From an optimization exercise on the open Yosys and OpenROAD flow, aimed at small area, a short achievable clock period and few clock cycles; shortcuts taken in it are not production practice. The RTL was checked by simulation tests, not by an equivalence proof against the original design. The clock port is modelled as an ideal driver, which makes a skipped or thinned clock tree look cheaper than it is; a real chip needs a root buffer or a tree. Power figures rest on the tool's default switching activity, not on a simulated workload.

// AEC
module AEC(clk, rst, ascii_in, ready, valid, result);
input clk;
input rst;
input ready;
input [7:0] ascii_in;
output valid;
output [6:0] result;
reg valid_r;            
reg k_dig, k_pm, k_mul, k_lp, k_rp;    
reg [3:0] xv;           
wire active = k_dig | k_pm | k_mul | k_lp | k_rp;
wire inexpr = ready | active;
wire [7:0] a = ascii_in;
wire is_eq  = a[4] & a[3] & a[2];              
wire is_dig = a[6] | (a[4] & ~(a[3] & a[2]));  
wire is_op  = ~a[6] & ~a[4];                   
wire [2:0] a_inc = a[2:0] + 3'd1;
always @(posedge clk) begin
	if (rst) begin
		valid_r <= 1'b0;
		k_dig   <= 1'b0;
		k_pm    <= 1'b0;
		k_mul   <= 1'b0;
		k_lp    <= 1'b0;
		k_rp    <= 1'b0;
	end else begin
		valid_r <= inexpr & is_eq;
		k_dig   <= inexpr & is_dig;
		k_pm    <= inexpr & is_op & a[0] & (a[1] | a[2]);  
		k_mul   <= inexpr & is_op & ~a[0] & a[1];           
		k_lp    <= inexpr & is_op & ~a[0] & ~a[1];          
		k_rp    <= inexpr & is_op & a[0] & ~a[2] & ~a[1];   
	end
	xv <= a[6] ? {1'b1, a_inc} :
	      is_op ? {2'b00, a[1] & ~a[0]} | {1'b0, a[2], 2'b00} :
	      a[3:0];
end
  ...
Size: ~390 cells after synthesis, ~73 flip-flops, ~4100 um2 of cells after synthesis.
Settings: LEC_CHECK=0, CAP_MARGIN=20, CORE_MARGIN=2, CORE_UTILIZATION=50, SLEW_MARGIN=20; clock period 14.0 ns.
standard.sh (not shown) runs the stock make flow with config.mk's settings and CLKGATE_MAP_FILE= SYNTH_SCRIPT=/design/flow/synth_recipe.tcl, a recipe that flattens the netlist after the stock synthesis.
==> flow/flow/run.sh <==
#!/bin/bash
# Runs the standard ORFS layout (standard.sh) with the extra make
# settings listed one per line in flow/make_args, and flow/pre_cts.tcl as
# the CTS step's PRE_CTS_TCL hook (it builds the clock tree itself).
# make's output goes to standard_flow.log; each ORFS step also writes its
# own log under orfs/logs/.
set -euo pipefail
mapfile -t extra < flow/make_args
bash standard.sh "${extra[@]}" "PRE_CTS_TCL=$PWD/flow/pre_cts.tcl" finish > standard_flow.log 2>&1
==> flow/flow/make_args <==
SETUP_SLACK_MARGIN=10.35
BUFFER_PORTS_ARGS=-buffer_cell sky130_fd_sc_hd__buf_1
==> flow/flow/pre_cts.tcl <==
# Clock distribution for this small design: the clock port drives four
# clkbuf_16, one per quadrant of the clock sinks, each placed at the centre
# of its sinks and driving them directly.  TritonCTS builds a deeper tree
# (nine buffers in two levels) for the same sinks; here the CTS step's own
# clock_tree_synthesis call is turned into a no-op that only propagates the
# clock, and the rest of the step (legalisation, timing repair) runs as usual.
proc my_split_clock { } {
  set block [ord::get_db_block]
  set clknet [[$block findBTerm clk] getNet]
  set master [[ord::get_db] findMaster sky130_fd_sc_hd__clkbuf_16]
  set sinks {}
  foreach it [$clknet getITerms] {
    set loc [[$it getInst] getLocation]
    lappend sinks [list [lindex $loc 0] [lindex $loc 1] $it]
  }
  set sinks [lsort -integer -index 0 $sinks]
  set half [expr {([llength $sinks] + 1) / 2}]
  set groups {}
  foreach part [list [lrange $sinks 0 [expr {$half - 1}]] [lrange $sinks $half end]] {
    set part [lsort -integer -index 1 $part]
    set h [expr {([llength $part] + 1) / 2}]
    lappend groups [lrange $part 0 [expr {$h - 1}]] [lrange $part $h end]
  }
  set g 0
  foreach grp $groups {
    if { [llength $grp] == 0 } { continue }
    set buf [odb::dbInst_create $block $master clkbuf_q$g]
    set net [odb::dbNet_create $block clknet_q$g]
    $net setSigType CLOCK
    set sx 0
    set sy 0
    foreach s $grp {
      set it [lindex $s 2]
      incr sx [lindex $s 0]
      incr sy [lindex $s 1]
      $it disconnect
      $it connect $net
    }
    [$buf findITerm A] connect $clknet
    [$buf findITerm X] connect $net
    $buf setLocation [expr {$sx / [llength $grp]}] [expr {$sy / [llength $grp]}]
    $buf setPlacementStatus PLACED
    puts "clock buffer clkbuf_q$g drives [llength $grp] sinks"
    incr g
  }
}

my_split_clock
rename clock_tree_synthesis my_unused_clock_tree_synthesis
proc clock_tree_synthesis { args } {
  set_propagated_clock [all_clocks]
  puts "clock_tree_synthesis skipped: the clock tree was built in PRE_CTS_TCL"
}
The first run went through all stages and came out clean.
Testbench counts at the start, summed over its fixed seeds: cycles 27,544.
Then changed:
==> flow/flow/make_args (replaced) <==
SETUP_SLACK_MARGIN=10.3
BUFFER_PORTS_ARGS=-buffer_cell sky130_fd_sc_hd__buf_1
=> The new run finished with timing, DRC and antenna clean. Setup slack gets worse by 0.041 ns. Total power falls by 3.1%. Via count falls by 0.99%. Cell count falls by 0.58%. Global-route usage stays flat. Design area falls by 1.8%. Combinational power falls by about 10%. Die area is unchanged. Worst hold slack gets better by 0.014 ns. Wire length falls by 1.3%. First-iteration DRC count falls by 26%.
Then changed:
--- a/flow/flow/pre_cts.tcl
+++ b/flow/flow/pre_cts.tcl
@@ -1,4 +1,4 @@
 # Clock distribution for this small design: the clock port drives four
-# clkbuf_16, one per quadrant of the clock sinks, each placed at the centre
+# clkbuf_8, one per quadrant of the clock sinks, each placed at the centre
 # of its sinks and driving them directly.  TritonCTS builds a deeper tree
 # (nine buffers in two levels) for the same sinks; here the CTS step's own
@@ -8,5 +8,5 @@
   set block [ord::get_db_block]
   set clknet [[$block findBTerm clk] getNet]
-  set master [[ord::get_db] findMaster sky130_fd_sc_hd__clkbuf_16]
+  set master [[ord::get_db] findMaster sky130_fd_sc_hd__clkbuf_8]
   set sinks {}
   foreach it [$clknet getITerms] {
Worst hold slack improved by 0.0079 ns.
Clock skew goes up by 0.0036 ns.
Final area goes down by 0.83%.
Combinational power hardly moves.
Global-route usage hardly moves.
Cell count barely changes.
Area after synthesis does not change.
Routed wire length is about the same.
No run of this note takes its clock network from TritonCTS; it comes from the design's own scripts or RTL.


AEC, a different RTL version from the one above (not shown whole).
For scale: roughly 73 flip-flops, ~19 I/O pins, ~0.0040 mm^2 of cells after synthesis.
export LEC_CHECK = 0
export CAP_MARGIN = 20
export CORE_MARGIN = 2
export CORE_UTILIZATION = 50
export SLEW_MARGIN = 20
create_clock -name core_clock -period 14.0 [get_ports {clk}]
==> flow/flow/make_args <==
SETUP_SLACK_MARGIN=10.4
BUFFER_PORTS_ARGS=-buffer_cell sky130_fd_sc_hd__buf_1
==> flow/flow/pre_cts.tcl <==
# Clock distribution for this small design: the clock port drives four
# clkbuf_16, one per quadrant of the clock sinks, each placed at the centre
# of its sinks and driving them directly.  TritonCTS builds a deeper tree
# (nine buffers in two levels) for the same sinks; here the CTS step's own
# clock_tree_synthesis call is turned into a no-op that only propagates the
# clock, and the rest of the step (legalisation, timing repair) runs as usual.
proc my_split_clock { } {
  set block [ord::get_db_block]
  set clknet [[$block findBTerm clk] getNet]
  set master [[ord::get_db] findMaster sky130_fd_sc_hd__clkbuf_16]
  set sinks {}
  foreach it [$clknet getITerms] {
    set loc [[$it getInst] getLocation]
    lappend sinks [list [lindex $loc 0] [lindex $loc 1] $it]
  }
  set sinks [lsort -integer -index 0 $sinks]
  set half [expr {([llength $sinks] + 1) / 2}]
  set groups {}
  foreach part [list [lrange $sinks 0 [expr {$half - 1}]] [lrange $sinks $half end]] {
    set part [lsort -integer -index 1 $part]
    set h [expr {([llength $part] + 1) / 2}]
    lappend groups [lrange $part 0 [expr {$h - 1}]] [lrange $part $h end]
  }
  set g 0
  foreach grp $groups {
    if { [llength $grp] == 0 } { continue }
    set buf [odb::dbInst_create $block $master clkbuf_q$g]
    set net [odb::dbNet_create $block clknet_q$g]
    $net setSigType CLOCK
    set sx 0
    set sy 0
    foreach s $grp {
      set it [lindex $s 2]
      incr sx [lindex $s 0]
      incr sy [lindex $s 1]
      $it disconnect
      $it connect $net
    }
    [$buf findITerm A] connect $clknet
    [$buf findITerm X] connect $net
    $buf setLocation [expr {$sx / [llength $grp]}] [expr {$sy / [llength $grp]}]
    $buf setPlacementStatus PLACED
    puts "clock buffer clkbuf_q$g drives [llength $grp] sinks"
    incr g
  }
}

my_split_clock
rename clock_tree_synthesis my_unused_clock_tree_synthesis
proc clock_tree_synthesis { args } {
  set_propagated_clock [all_clocks]
  puts "clock_tree_synthesis skipped: the clock tree was built in PRE_CTS_TCL"
}
Scripts as last shown in full above: flow/flow/run.sh
The starting point produced a clean layout.
Testbench counts at the start, summed over its fixed seeds: cycles 27,544.
Edit:
==> flow/flow/make_args (replaced) <==
SETUP_SLACK_MARGIN=10.5
BUFFER_PORTS_ARGS=-buffer_cell sky130_fd_sc_hd__buf_1
--- a/flow/config.mk
+++ b/flow/config.mk
@@ -11 +11,2 @@
 export SLEW_MARGIN = 20
+export TNS_END_PERCENT = 10
Outcome: The new run completed with no timing, DRC or antenna violations; worst hold slack barely changes; first-iteration DRC count goes down by a quarter to a third; design area grows slightly; die area stays the same.
No run of this note takes its clock network from TritonCTS; it comes from the design's own scripts or RTL.


## job 5362
AEC, a different RTL version from the one above (not shown whole).
Size in the first run: about 350 cells after synthesis, about 68 flip-flops, ~3500 sq um of cells after synthesis.
Settings: LEC_CHECK=0, CAP_MARGIN=20, CORE_MARGIN=2, CORE_UTILIZATION=50, SLEW_MARGIN=20; clock period 14.0 ns.
==> flow/flow/make_args <==
SETUP_SLACK_MARGIN=10.4
BUFFER_PORTS_ARGS=-buffer_cell sky130_fd_sc_hd__buf_1
Scripts as last shown in full above: flow/flow/run.sh, flow/flow/pre_cts.tcl
Job 5362 closes out successfully: all stages finished, all timing, DRC and antenna checks passed.
Testbench counts of job 5362, summed over its fixed seeds: cycles 27,544.
Inputs modified between job 5362 and job 2676:
# job 5362
export LEC_CHECK = 0
export CAP_MARGIN = 20
export CORE_MARGIN = 2
export CORE_UTILIZATION = 50
export SLEW_MARGIN = 20
create_clock -name core_clock -period 14.0 [get_ports {clk}]
# job 2676
export LEC_CHECK = 0
export CAP_MARGIN = 20
export CORE_MARGIN = 2
export CORE_UTILIZATION = 45
export SLEW_MARGIN = 20
create_clock -name core_clock -period 14.0 [get_ports {clk}]
==> flow/flow/make_args <==
SETUP_SLACK_MARGIN=10.5
BUFFER_PORTS_ARGS=-buffer_cell sky130_fd_sc_hd__buf_1
Notes after the runs:
Job 2676: full flow OK, the timing, DRC and antenna checks passed. Summary: with job 5362 as the reference, cell row count in job 2676 moved up by a few percent. Changes observed in job 2676 relative to job 5362: utilization of the core after routing decreased 6.4 points; design area essentially unchanged; sequential power share decreased 0.2 points; number of vias after detailed routing essentially unchanged. [job 2676 vs job 5362] internal cell power: higher in job 2676.
What job 2879 does differently from job 2676 at the input level:
# job 2676
export LEC_CHECK = 0
export CAP_MARGIN = 20
export CORE_MARGIN = 2
export CORE_UTILIZATION = 45
export SLEW_MARGIN = 20
create_clock -name core_clock -period 14.0 [get_ports {clk}]
# job 2879
export LEC_CHECK = 0
export CAP_MARGIN = 20
export CORE_MARGIN = 2
export CORE_UTILIZATION = 50
export SLEW_MARGIN = 20
create_clock -name core_clock -period 14.0 [get_ports {clk}]
diff --git a/flow/flow/pre_cts.tcl b/flow/flow/pre_cts.tcl
--- a/flow/flow/pre_cts.tcl
+++ b/flow/flow/pre_cts.tcl
@@ -1,2 +1,2 @@
-# Clock distribution for this small design: the clock port drives four
-# clkbuf_16, one per quadrant of the clock sinks, each placed at the centre
+# Clock distribution for this small design: the clock port drives three
+# clkbuf_16, one per third of the clock sinks, each placed at the centre
@@ -15,0 +16 @@
+  # three groups: sinks sorted by x, split in equal thirds
@@ -17 +18 @@
-  set half [expr {([llength $sinks] + 1) / 2}]
+  set n [llength $sinks]
@@ -19,4 +20,2 @@
-  foreach part [list [lrange $sinks 0 [expr {$half - 1}]] [lrange $sinks $half end]] {
-    set part [lsort -integer -index 1 $part]
-    set h [expr {([llength $part] + 1) / 2}]
-    lappend groups [lrange $part 0 [expr {$h - 1}]] [lrange $part $h end]
+  for {set k 0} {$k < 3} {incr k} {
+    lappend groups [lrange $sinks [expr {$k * $n / 3}] [expr {($k + 1) * $n / 3 - 1}]]
[summary]
Going from job 2676 to job 2879, net count of the finished layout grew by 6, final worst-path setup slack rose by 0.048 ns, post-route cell area went up 2.0%, sequential power barely changed.
In every run of this note, the design's own scripts or RTL, not TritonCTS, make the clock network.

## static timing again, ports no longer ideal
No port has a modelled driver above. Below, the same layouts with a new extraction and two added sets of constraints.
Step 1 (the two cells are an assumption about what drives the block):
set clk [get_ports {clk}]
set_driving_cell -lib_cell sky130_fd_sc_hd__clkbuf_16 $clk
set_driving_cell -lib_cell sky130_fd_sc_hd__buf_2 [delete_from_list [all_inputs] $clk]
Step 2 times the ports against the registers' clock, not the clock port: input delays grow and output delays shrink by t, the midpoint of the rising clock arrivals with the driver on.
Three values: ideal, step 1, step 2; two values: the first two.
run | shift t [ns] | setup slack, ns | clock arrival spread, ns
the first run of note 1 | 0.225 | 10.421 / 10.342 / 10.256 | 0.012 / 0.013
the second run of note 1 | 0.220 | 10.380 / 10.322 / 10.222 | 0.005 / 0.005
the third run of note 1 | 0.232 | 10.367 / 10.299 / 10.234 | 0.008 / 0.009
the first run of note 2 | 0.222 | 10.443 / 10.364 / 10.424 | 0.011 / 0.011
the second run of note 2 | 0.224 | 10.501 / 10.419 / 10.399 | 0.009 / 0.010
job 5362 | 0.218 | 10.466 / 10.389 / 10.352 | 0.010 / 0.010
job 2676 | 0.214 | 10.493 / 10.418 / 10.403 | 0.007 / 0.007
job 2879 | 0.210 | 10.541 / 10.482 / 10.395 | 0.011 / 0.010
After both steps every run listed still meets setup and hold. For the first run of note 1, which loses most, drivers alone change the setup slack by -0.079 ns; drivers and shift together by -0.165 ns.
